Background: an optimization exercise with open tools, aiming at small area and a short achievable clock period. Do not read the settings as production practice. RTL that was checked went through simulation tests only; none was proved equivalent to the original. Power and IR-drop figures of this design are not reliable: the tool's default activity estimate is inflated in some of its runs.

==> 09-11: inputs <==
Design ex2_1, start of the top module:
module ex2_1 (
	      input 		  clk, rst, validi,
	      input [31:0] 	  data_in,
	      output logic 	  valido,
	      output logic [31:0] data_out
	      );
export LEC_CHECK = 0
export CAP_MARGIN = 20
export CORE_MARGIN = 2
export CORE_UTILIZATION = 40
export SETUP_SLACK_MARGIN = 4.4
export SLEW_MARGIN = 20
export SYNTH_HIERARCHICAL = 1
export TNS_END_PERCENT = 0
create_clock -name core_clock -period 8.0 [get_ports {clk}]
standard.sh (not shown) runs the stock make flow with config.mk's settings and CLKGATE_MAP_FILE= SYNTH_SCRIPT=/design/flow/synth_recipe.tcl, a recipe that flattens the netlist after the stock synthesis.
==> flow/flow/run.sh <==
#!/bin/bash
# The standard layout, except that the port buffers are plain buf_2 cells rather
# than the delay cells buffer_ports picks by default. make's full output goes to flow_make.log.
set -euo pipefail
bash standard.sh "BUFFER_PORTS_ARGS=-buffer_cell sky130_fd_sc_hd__buf_2" finish > flow_make.log 2>&1
==> inputs of 11-22, as changes to 09-11 <==
==> flow/flow/run.sh (replaced) <==
#!/bin/bash
# The standard layout, except that the port buffers are plain buf_1 cells rather
# than the delay cells buffer_ports picks by default. make's full output goes to flow_make.log.
set -euo pipefail
bash standard.sh "BUFFER_PORTS_ARGS=-buffer_cell sky130_fd_sc_hd__buf_1" finish > flow_make.log 2>&1
==> inputs of 04-04, as changes to 09-11 <==
==> flow/run.sh (new file) <==
#!/bin/bash
# synth_recipe.tcl (not shown) runs the flow's synth.tcl, then flattens the netlist and writes it again
# the make line also repeats each setting of config.mk as NAME=value (left out here)
make -C /OpenROAD-flow-scripts/flow DESIGN_CONFIG=/design/flow/config.mk WORK_HOME=/design/flow/orfs CLKGATE_MAP_FILE= SYNTH_SCRIPT=/design/flow/synth_recipe.tcl finish
removed: flow/flow/run.sh
removed: flow/standard.sh
==> comparison table <==
Clock network power consumption: 11-22 820 µW; 04-04 836 µW; 09-11 839 µW
Capture instance of the worst register-to-register path: 11-22 data_out[31]; 04-04 q97; 09-11 q97
Via count of the first global-routing pass: 11-22 12700; 04-04 12200; 09-11 11800
Worst-skew pair later-pin latency: 11-22 0.47 ns; 04-04 0.46 ns; 09-11 0.46 ns
Pre-CTS worst setup slack: 11-22 3.19 ns; 04-04 2.82 ns; 09-11 3.32 ns
GPL Wtd Cong: 11-22 0.856; 04-04 0.903; 09-11 0.891
Detailed-placement wirelength estimate: 11-22 35300 µm; 04-04 35700 µm; 09-11 34600 µm
Clock-cell share of area: 11-22 0.0302; 04-04 0.0307; 09-11 0.0329
Outcome: 11-22 complete, no violations; 04-04 complete, no violations; 09-11 complete, no violations
Slack of the worst reg-to-reg path: 11-22 4.24 ns; 04-04 4.25 ns; 09-11 4.27 ns
Power density cells: 11-22 725 nW/µm²; 04-04 725 nW/µm²; 09-11 762 nW/µm²
Met1 usage: 11-22 0.374; 04-04 0.368; 09-11 0.336
Worst hold slack: 11-22 0.447 ns; 04-04 0.436 ns; 09-11 0.447 ns
Share of cell area taken by multi-input logic gates: 11-22 0.653; 04-04 0.653; 09-11 0.681
Reg-to-Reg Start: 11-22 q73; 04-04 a[15]; 09-11 a[11]
Largest voltage drop on the vdd net: 11-22 758 µV; 04-04 760 µV; 09-11 698 µV


==> amber: inputs <==
Another version of the RTL of ex2_1 (not shown whole).
==> flow/config.mk <==
export PLATFORM = sky130hd
export DESIGN_NAME = ex2_1
export DESIGN_NICKNAME = ex2_1
export VERILOG_FILES = /design/flow/design.v
export SDC_FILE = /design/flow/constraint.sdc
export NUM_CORES = 4
export LEC_CHECK = 0
export CAP_MARGIN = 20
export CORE_MARGIN = 2
export CORE_UTILIZATION = 40
export SETUP_SLACK_MARGIN = 4.4
export SLEW_MARGIN = 20
export SYNTH_HIERARCHICAL = 1
export TNS_END_PERCENT = 0
==> flow/constraint.sdc <==
create_clock -name core_clock -period 8.0 [get_ports {clk}]
set_input_delay 1.6000 -clock core_clock [delete_from_list [all_inputs] [get_ports {clk}]]
set_output_delay 1.6000 -clock core_clock [all_outputs]
set_load 0.01 [all_outputs]
==> flow/flow/run.sh <==
#!/bin/bash
# The standard layout, except that the port buffers are plain buf_2 cells rather
# than the delay cells buffer_ports picks by default. make's full output goes to flow_make.log.
set -euo pipefail
bash standard.sh "BUFFER_PORTS_ARGS=-buffer_cell sky130_fd_sc_hd__buf_2" finish > flow_make.log 2>&1
==> inputs of yarrow, as changes to amber <==
--- a/flow/config.mk
+++ b/flow/config.mk
@@ -10,3 +10,3 @@
 export CORE_UTILIZATION = 40
-export SETUP_SLACK_MARGIN = 4.4
+export SETUP_SLACK_MARGIN = 4.0
 export SLEW_MARGIN = 20
==> run_results.csv <==
group,metric,value,unit
layout,nNetsFinal,1800,
worst_setup_path,endpoint_arrival_time_on_the_critical_path,4.06,ns
layout,post_layout_nonfiller_instances,1983,
layout,most-common-layout-cells,"sky130_fd_sc_hd__xnor2_1, sky130_fd_sc_hd__fa_1, sky130_fd_sc_hd__a22oi_1, sky130_fd_sc_hd__dfxtp_1, sky130_fd_sc_hd__ha_1",
status,outcome,"complete, no violations",
layout,final-nonclk-buf-share,0.0793,
global_routing,via_count_of_the_first_global_routing_pass,11900,
layout,clkCellAreaFrac,0.0325,
route,detailroute.wirelength.met3,5.66,mm
layout,nFillCells,3471,
power,p_comb_frac,0.790,
# the run above: amber

==> run_results.csv <==
group,metric,value,unit
status,outcome,"complete, no violations",
layout,clkCellAreaFrac,0.0356,
layout,layout-drive-gt1-share,0.172,
layout,final-nonclk-buf-share,0.0302,
layout,post_layout_nonfiller_instances,1952,
route,route.detailed.drc,0,
timing,maxSlewHeadroom,0.264,
worst_setup_path,crit_buf_inv,1,
worst_setup_path,endpoint_arrival_time_on_the_critical_path,4.32,ns
layout,most-common-layout-cells,"sky130_fd_sc_hd__xnor2_1, sky130_fd_sc_hd__fa_1, sky130_fd_sc_hd__a22oi_1, sky130_fd_sc_hd__dfxtp_1, sky130_fd_sc_hd__ha_1",
global_routing,via_count_of_the_first_global_routing_pass,11600,
layout,nFillCells,3633,
power,p_comb_frac,0.782,
route,top_layer_used,"met4",
worst_setup_path,path_cells,"buf_2 -> a22oi_1 -> xnor2_1 -> fa_1 -> fa_2 -> fa_1 -> fa_1",
route,detailroute.wirelength.met3,4.26,mm
# the run above: yarrow

No functional check of the RTL was part of any run of this note.


==> 05-16 <==
ex2_1, a different RTL version from the one above (not shown whole).
==> flow/config.mk <==
export PLATFORM = sky130hd
export DESIGN_NAME = ex2_1
export DESIGN_NICKNAME = ex2_1
export VERILOG_FILES = /design/flow/design.v
export SDC_FILE = /design/flow/constraint.sdc
export NUM_CORES = 4
export LEC_CHECK = 0
export CAP_MARGIN = 20
export CORE_MARGIN = 2
export CORE_UTILIZATION = 40
export SETUP_SLACK_MARGIN = 4.4
export SLEW_MARGIN = 20
export SYNTH_HIERARCHICAL = 1
export TNS_END_PERCENT = 0
==> flow/constraint.sdc <==
create_clock -name core_clock -period 8.0 [get_ports {clk}]
set_input_delay 1.6000 -clock core_clock [delete_from_list [all_inputs] [get_ports {clk}]]
set_output_delay 1.6000 -clock core_clock [all_outputs]
set_load 0.01 [all_outputs]
run.sh (not shown) runs the stock make flow with config.mk's settings and CLKGATE_MAP_FILE= SYNTH_SCRIPT=/design/flow/synth_recipe.tcl, a recipe that flattens the netlist after the stock synthesis.
Stock flow here: none of the scripts above is used.
==> 09-07: changes against 05-16 <==
CORE_UTILIZATION = 55   (was 40)
==> 12-21: changes against 05-16 <==
CORE_UTILIZATION = 70   (was 40)
==> comparison table <==
metric                                                                     09-07                  05-16                     12-21
Result of the run                               no timing/DRC/antenna violations  no timing/DRC/antenna violations  no timing/DRC/antenna violations
Clock buffer count                                                            18                     19                        17
Cell repeated most along the worst path                    sky130_fd_sc_hd__fa_1  sky130_fd_sc_hd__fa_1  sky130_fd_sc_hd__xnor2_1
Highest routed metal layer                                                  met4                   met5                      met4
Origin of the critical flop-to-flop path                            a[7]$_DFF_P_           a[1]$_DFF_P_              a[3]$_DFF_P_
Worst-Margin Slew                                                      0.8919 ns               1.102 ns                 0.7854 ns
Placed inst area                                                       16290 µm²              16430 µm²                 16100 µm²
Crit-path max cell delay                                                 0.49 ns                0.59 ns                   0.56 ns
Critical path's slowest cell                               sky130_fd_sc_hd__fa_1  sky130_fd_sc_hd__fa_1     sky130_fd_sc_hd__fa_2
Worst IR Drop VDD                                                      0.4793 mV              0.3941 mV                 0.4319 mV
Area share of buffers outside the clock network                           9.609%                 9.755%                    9.100%
Met2 demand-to-capacity share in global routing                           52.60%                 41.55%                    68.96%
Depth of the worst register-to-register path                                  13                     14                        13
Clock insertion delay at the later pin of the skew report                0.44 ns                0.45 ns                   0.46 ns
Data required time at the worst endpoint                                 8.30 ns                8.30 ns                   8.38 ns
Top fanout value on the critical path                                          9                      8                         6
Power drawn by the sequential cells                                      1.34 mW                1.32 mW                   1.37 mW
Vertical extent of the die                                              170.6 µm               199.3 µm                  151.7 µm


==> quartz <==
ex2_1, a different RTL version from the one above (not shown whole).
clock: 8.0 ns
lec_check: 0
cap_margin: 20
core_margin: 2
core_utilization: 40
setup_slack_margin: 4.4
slew_margin: 20
synth_hierarchical: 1
tns_end_percent: 0
standard.sh (not shown) runs the stock make flow with config.mk's settings and CLKGATE_MAP_FILE= SYNTH_SCRIPT=/design/flow/synth_recipe.tcl, a recipe that flattens the netlist after the stock synthesis.
Scripts as last shown in full above: flow/flow/run.sh
==> cedar (differences from quartz) <==
--- a/flow/design.v
+++ b/flow/design.v
@@ -1004,38 +1004,41 @@
    wire gi62, pi62;
    wire xg63, xp63;
    wire gi64, pi64;
    wire xg65, xp65;
    wire xg66, xp66;
    wire xg67, xp67;
    wire xg68, xp68;
    wire xg69, xp69;
+   wire gq2, tq2;
    wire xg70, xp70;
    wire xg71, xp71;
+   wire gq6, tq6;
    wire xg72, xp72;
+   wire gq8, tq8;
    wire xg73, xp73;
    wire xg74, xp74;
    wire xg75, xp75;
    wire xg76, xp76;
    wire xg77, xp77;
-   wire gi78, pi78;
+   wire gq18, tq18;
+   wire xg78, xp78;
+   wire gq20, tq20;
    wire xg79, xp79;
-   wire gi80, pi80;
+   wire gq22, tq22;
+   wire xg80, xp80;
+   wire gq24, tq24;
    wire xg81, xp81;
-   wire gi82, pi82;
+   wire gq26, tq26;
+   wire xg82, xp82;
+   wire gq28, tq28;
    wire xg83, xp83;
-   wire gi84, pi84;
-   wire xg85, xp85;
-   wire gi86, pi86;
-   wire xg87, xp87;
-   wire gi88, pi88;
-   wire xg89, xp89;
-   wire gi90, pi90;
-   wire xg91, xp91;
+   wire gq30, tq30;
+   wire xg84, xp84;
    always_ff @(posedge clk) begin
       a <= data_in;
       q0 <= bn0;
       q1 <= pp1;
       q2 <= pp2;
       q3 <= s273;
       q4 <= s275;
       q5 <= s279;
@@ -1835,77 +1838,73 @@
    ex2_1_pgn ug63 (.gnh(xg54), .pnh(xp54), .gnl(gi62), .pnl(1'b0), .g(xg63), .p(xp63));
    assign gi64 = ~xg34;
    assign pi64 = ~xp34;
    ex2_1_pgn ug65 (.gnh(xg55), .pnh(xp55), .gnl(gi64), .pnl(1'b0), .g(xg65), .p(xp65));
    ex2_1_pgn ug66 (.gnh(xg56), .pnh(xp56), .gnl(xg47), .pnl(1'b0), .g(xg66), .p(xp66));
    ex2_1_pgn ug67 (.gnh(xg57), .pnh(xp57), .gnl(xg49), .pnl(1'b0), .g(xg67), .p(xp67));
    ex2_1_pgn ug68 (.gnh(xg58), .pnh(xp58), .gnl(xg50), .pnl(1'b0), .g(xg68), .p(xp68));
    ex2_1_pgn ug69 (.gnh(xg59), .pnh(xp59), .gnl(xg51), .pnl(1'b0), .g(xg69), .p(xp69));
-   ex2_1_pgn ug70 (.gnh(gn0[2]), .pnh(tn0[2]), .gnl(gi32), .pnl(1'b0), .g(xg70), .p(xp70));
+   ex2_1_gtp ugq2 (.a(ra[2]), .b(rb[2]), .g(gq2), .t(tq2));
+   ex2_1_pgi ug70 (.gh(gq2), .ph(tq2), .gl(xg1), .pl(1'b1), .gn(xg70), .pn(xp70));
    ex2_1_pgn ug71 (.gnh(gn0[4]), .pnh(tn0[4]), .gnl(xg17), .pnl(1'b0), .g(xg71), .p(xp71));
-   ex2_1_pgn ug72 (.gnh(gn0[6]), .pnh(tn0[6]), .gnl(gi62), .pnl(1'b0), .g(xg72), .p(xp72));
-   ex2_1_pgn ug73 (.gnh(gn0[8]), .pnh(tn0[8]), .gnl(gi64), .pnl(1'b0), .g(xg73), .p(xp73));
+   ex2_1_gtp ugq6 (.a(ra[6]), .b(rb[6]), .g(gq6), .t(tq6));
+   ex2_1_pgi ug72 (.gh(gq6), .ph(tq6), .gl(xg33), .pl(1'b1), .gn(xg72), .pn(xp72));
+   ex2_1_gtp ugq8 (.a(ra[8]), .b(rb[8]), .g(gq8), .t(tq8));
+   ex2_1_pgi ug73 (.gh(gq8), .ph(tq8), .gl(xg34), .pl(1'b1), .gn(xg73), .pn(xp73));
    ex2_1_pgn ug74 (.gnh(gn0[10]), .pnh(tn0[10]), .gnl(xg47), .pnl(1'b0), .g(xg74), .p(xp74));
    ex2_1_pgn ug75 (.gnh(gn0[12]), .pnh(tn0[12]), .gnl(xg49), .pnl(1'b0), .g(xg75), .p(xp75));
    ex2_1_pgn ug76 (.gnh(gn0[14]), .pnh(tn0[14]), .gnl(xg50), .pnl(1'b0), .g(xg76), .p(xp76));
    ex2_1_pgn ug77 (.gnh(gn0[16]), .pnh(tn0[16]), .gnl(xg51), .pnl(1'b0), .g(xg77), .p(xp77));
-   assign gi78 = ~xg60;
-   assign pi78 = ~xp60;
-   ex2_1_pgn ug79 (.gnh(gn0[18]), .pnh(tn0[18]), .gnl(gi78), .pnl(1'b0), .g(xg79), .p(xp79));
-   assign gi80 = ~xg61;
-   assign pi80 = ~xp61;
-   ex2_1_pgn ug81 (.gnh(gn0[20]), .pnh(tn0[20]), .gnl(gi80), .pnl(1'b0), .g(xg81), .p(xp81));
-   assign gi82 = ~xg63;
-   assign pi82 = ~xp63;
-   ex2_1_pgn ug83 (.gnh(gn0[22]), .pnh(tn0[22]), .gnl(gi82), .pnl(1'b0), .g(xg83), .p(xp83));
-   assign gi84 = ~xg65;
-   assign pi84 = ~xp65;
-   ex2_1_pgn ug85 (.gnh(gn0[24]), .pnh(tn0[24]), .gnl(gi84), .pnl(1'b0), .g(xg85), .p(xp85));
-   assign gi86 = ~xg66;
-   assign pi86 = ~xp66;
-   ex2_1_pgn ug87 (.gnh(gn0[26]), .pnh(tn0[26]), .gnl(gi86), .pnl(1'b0), .g(xg87), .p(xp87));
-   assign gi88 = ~xg67;
-   assign pi88 = ~xp67;
-   ex2_1_pgn ug89 (.gnh(gn0[28]), .pnh(tn0[28]), .gnl(gi88), .pnl(1'b0), .g(xg89), .p(xp89));
-   assign gi90 = ~xg68;
-   assign pi90 = ~xp68;
-   ex2_1_pgn ug91 (.gnh(gn0[30]), .pnh(tn0[30]), .gnl(gi90), .pnl(1'b0), .g(xg91), .p(xp91));
+   ex2_1_gtp ugq18 (.a(ra[18]), .b(rb[18]), .g(gq18), .t(tq18));
+   ex2_1_pgi ug78 (.gh(gq18), .ph(tq18), .gl(xg60), .pl(1'b1), .gn(xg78), .pn(xp78));
+   ex2_1_gtp ugq20 (.a(ra[20]), .b(rb[20]), .g(gq20), .t(tq20));
+   ex2_1_pgi ug79 (.gh(gq20), .ph(tq20), .gl(xg61), .pl(1'b1), .gn(xg79), .pn(xp79));
+   ex2_1_gtp ugq22 (.a(ra[22]), .b(rb[22]), .g(gq22), .t(tq22));
+   ex2_1_pgi ug80 (.gh(gq22), .ph(tq22), .gl(xg63), .pl(1'b1), .gn(xg80), .pn(xp80));
+   ex2_1_gtp ugq24 (.a(ra[24]), .b(rb[24]), .g(gq24), .t(tq24));
+   ex2_1_pgi ug81 (.gh(gq24), .ph(tq24), .gl(xg65), .pl(1'b1), .gn(xg81), .pn(xp81));
+   ex2_1_gtp ugq26 (.a(ra[26]), .b(rb[26]), .g(gq26), .t(tq26));
+   ex2_1_pgi ug82 (.gh(gq26), .ph(tq26), .gl(xg66), .pl(1'b1), .gn(xg82), .pn(xp82));
+   ex2_1_gtp ugq28 (.a(ra[28]), .b(rb[28]), .g(gq28), .t(tq28));
+   ex2_1_pgi ug83 (.gh(gq28), .ph(tq28), .gl(xg67), .pl(1'b1), .gn(xg83), .pn(xp83));
+   ex2_1_gtp ugq30 (.a(ra[30]), .b(rb[30]), .g(gq30), .t(tq30));
+   ex2_1_pgi ug84 (.gh(gq30), .ph(tq30), .gl(xg68), .pl(1'b1), .gn(xg84), .pn(xp84));
    assign sum[0] = p0[0];
    ex2_1_xn us1 (.a(p0[1]), .b(gn0[0]), .y(sum[1]));
    ex2_1_x us2 (.a(p0[2]), .b(xg1), .y(sum[2]));
-   ex2_1_x us3 (.a(p0[3]), .b(xg70), .y(sum[3]));
+   ex2_1_xn us3 (.a(p0[3]), .b(xg70), .y(sum[3]));
    ex2_1_xn us4 (.a(p0[4]), .b(xg17), .y(sum[4]));
    ex2_1_x us5 (.a(p0[5]), .b(xg71), .y(sum[5]));
    ex2_1_x us6 (.a(p0[6]), .b(xg33), .y(sum[6]));
-   ex2_1_x us7 (.a(p0[7]), .b(xg72), .y(sum[7]));
+   ex2_1_xn us7 (.a(p0[7]), .b(xg72), .y(sum[7]));
    ex2_1_x us8 (.a(p0[8]), .b(xg34), .y(sum[8]));
-   ex2_1_x us9 (.a(p0[9]), .b(xg73), .y(sum[9]));
+   ex2_1_xn us9 (.a(p0[9]), .b(xg73), .y(sum[9]));
    ex2_1_xn us10 (.a(p0[10]), .b(xg47), .y(sum[10]));
    ex2_1_x us11 (.a(p0[11]), .b(xg74), .y(sum[11]));
    ex2_1_xn us12 (.a(p0[12]), .b(xg49), .y(sum[12]));
    ex2_1_x us13 (.a(p0[13]), .b(xg75), .y(sum[13]));
    ex2_1_xn us14 (.a(p0[14]), .b(xg50), .y(sum[14]));
    ex2_1_x us15 (.a(p0[15]), .b(xg76), .y(sum[15]));
    ex2_1_xn us16 (.a(p0[16]), .b(xg51), .y(sum[16]));
    ex2_1_x us17 (.a(p0[17]), .b(xg77), .y(sum[17]));
    ex2_1_x us18 (.a(p0[18]), .b(xg60), .y(sum[18]));
-   ex2_1_x us19 (.a(p0[19]), .b(xg79), .y(sum[19]));
+   ex2_1_xn us19 (.a(p0[19]), .b(xg78), .y(sum[19]));
    ex2_1_x us20 (.a(p0[20]), .b(xg61), .y(sum[20]));
-   ex2_1_x us21 (.a(p0[21]), .b(xg81), .y(sum[21]));
+   ex2_1_xn us21 (.a(p0[21]), .b(xg79), .y(sum[21]));
    ex2_1_x us22 (.a(p0[22]), .b(xg63), .y(sum[22]));
-   ex2_1_x us23 (.a(p0[23]), .b(xg83), .y(sum[23]));
+   ex2_1_xn us23 (.a(p0[23]), .b(xg80), .y(sum[23]));
    ex2_1_x us24 (.a(p0[24]), .b(xg65), .y(sum[24]));
-   ex2_1_x us25 (.a(p0[25]), .b(xg85), .y(sum[25]));
+   ex2_1_xn us25 (.a(p0[25]), .b(xg81), .y(sum[25]));
    ex2_1_x us26 (.a(p0[26]), .b(xg66), .y(sum[26]));
-   ex2_1_x us27 (.a(p0[27]), .b(xg87), .y(sum[27]));
+   ex2_1_xn us27 (.a(p0[27]), .b(xg82), .y(sum[27]));
    ex2_1_x us28 (.a(p0[28]), .b(xg67), .y(sum[28]));
-   ex2_1_x us29 (.a(p0[29]), .b(xg89), .y(sum[29]));
+   ex2_1_xn us29 (.a(p0[29]), .b(xg83), .y(sum[29]));
    ex2_1_x us30 (.a(p0[30]), .b(xg68), .y(sum[30]));
-   ex2_1_x us31 (.a(p0[31]), .b(xg91), .y(sum[31]));
+   ex2_1_xn us31 (.a(p0[31]), .b(xg84), .y(sum[31]));
 endmodule
 module ex2_1_fa (input a, b, c, output s, co);
    assign s = a ^ b ^ c;
    assign co = (a & b) | (c & (a ^ b));
 endmodule
 module ex2_1_ha (input a, b, output s, co);
    assign s = a ^ b;
    assign co = a & b;
@@ -1913,16 +1912,23 @@
 module ex2_1_pgi (input gh, ph, gl, pl, output gn, pn);
    assign gn = ~(gh | (ph & gl));
    assign pn = ~(ph & pl);
 endmodule
 module ex2_1_pgn (input gnh, pnh, gnl, pnl, output g, p);
    assign g = ~(gnh & (pnh | gnl));
    assign p = ~(pnh | pnl);
 endmodule
+module ex2_1_ao (input a, b, c, output y);
+   assign y = a | (b & c);
+endmodule
+module ex2_1_gtp (input a, b, output g, t);
+   assign g = a & b;
+   assign t = a | b;
+endmodule
 module ex2_1_gt (input a, b, output gn, tn);
    assign gn = ~(a & b);
    assign tn = ~(a | b);
 endmodule
 module ex2_1_x (input a, b, output y);
    assign y = a ^ b;
 endmodule
 module ex2_1_xn (input a, b, output y);
==> willow (differences from quartz) <==
==> flow/config.mk (replaced) <==
export PLATFORM = sky130hd
export DESIGN_NAME = ex2_1
export DESIGN_NICKNAME = ex2_1
export VERILOG_FILES = /design/flow/design.v
export SDC_FILE = /design/flow/constraint.sdc
export NUM_CORES = 4
export LEC_CHECK = 0
export CAP_MARGIN = 20
export CORE_MARGIN = 2
export CORE_UTILIZATION = 50
export SETUP_SLACK_MARGIN = 4.4
export SLEW_MARGIN = 20
export SYNTH_HIERARCHICAL = 1
export TNS_END_PERCENT = 0
==> results.py <==
metrics = {
    "run_status": {
        "status": "complete, no violations",
    },
    "finish": {
        "final_util": 0.553,
        "multiInputGateArea_um2": 12100,
        "final_area_um2": 17500,
    },
    "synthesis": {
        "synthCells": 1525,
    },
    "placement": {
        "place_ws_ns": 3.55,
    },
    "critical_path": {
        "startpoint": "data_in[5]",
    },
}
Source of the figures above: willow

==> results.py <==
metrics = {
    "finish": {
        "multiInputGateArea_um2": 12100,
        "final_util": 0.443,
        "multi_input_cells": 1179,
        "final_area_um2": 17500,
        "final_cell_mix": "270 x xnor2_1, 227 x fa_1, 211 x a22oi_1, 163 x dfxtp_1, 72 x xor2_1",
    },
    "critical_path": {
        "startpoint": "q75",
    },
    "timing": {
        "hold_slack_ns": 0.436,
        "max_freq_mhz": 280,
    },
    "run_status": {
        "status": "complete, no violations",
    },
    "synthesis": {
        "synthCells": 1525,
    },
    "clock_network": {
        "clk_latency_ns": 0.47,
    },
    "placement": {
        "place_ws_ns": 3.67,
    },
}
Source of the figures above: quartz

==> results.py <==
metrics = {
    "timing": {
        "hold_slack_ns": 0.436,
    },
    "floorplanning": {
        "core_um2": 39800,
    },
    "run_status": {
        "status": "complete, no violations",
    },
    "critical_path": {
        "startpoint": "q75",
    },
    "finish": {
        "final_util": 0.443,
        "final_area_um2": 17600,
    },
    "placement": {
        "place_ws_ns": 3.68,
    },
}
Source of the figures above: cedar

port drivers added, routing unchanged:
The flow's constraints put no driver on any port. The routed layouts listed below were extracted and timed again, unchanged, in two steps.
Step 1: set_driving_cell puts a clkbuf_16 on clk and a buf_2 on each other input, an assumption about the parent block.
Step 2 moves the port delays by t, midway between the first and last clock arrival at a register: inputs arrive t later, outputs are due t later. That takes back most of the time a late clock gives input paths.
Three values: no drivers, after step 1, after step 2; two values: the first two.
run | t (ns) | setup WS [ns] | clock arrival spread, ns | worst slew at a driven data input, ns | cell pins on the clock port's net
09-11 | 0.508 | 4.245 / 4.239 / 3.731 | 0.015 / 0.016 | 0.08 | 1
11-22 | 0.514 | 4.173 / 4.201 / 3.687 | 0.011 / 0.011 | 0.06 | 1
04-04 | 0.508 | 4.177 / 4.190 / 3.682 | 0.014 / 0.014 | 0.06 | 1
amber | 0.502 | 4.266 / 4.217 / 3.716 | 0.019 / 0.019 | 0.20 | 1
yarrow | 0.500 | 4.014 / 4.018 / 3.518 | 0.019 / 0.019 | 0.04 | 1
05-16 | 0.495 | 3.957 / 3.989 / 3.494 | 0.019 / 0.019 | 0.10 | 1
09-07 | 0.484 | 3.921 / 3.938 / 3.454 | 0.020 / 0.020 | 0.07 | 1
12-21 | 0.499 | 3.873 / 3.877 / 3.377 | 0.016 / 0.015 | 0.08 | 1
quartz | 0.518 | 4.424 / 4.424 / 3.948 | 0.015 / 0.015 | 0.04 | 1
cedar | 0.514 | 4.434 / 4.434 / 3.945 | 0.015 / 0.016 | 0.04 | 1
willow | 0.504 | 4.374 / 4.402 / 3.898 | 0.014 / 0.013 | 0.04 | 1
After both steps every run listed still meets setup and hold. The setup slack of amber, which loses most, moves by -0.049 ns with the drivers and by -0.550 ns with both steps.
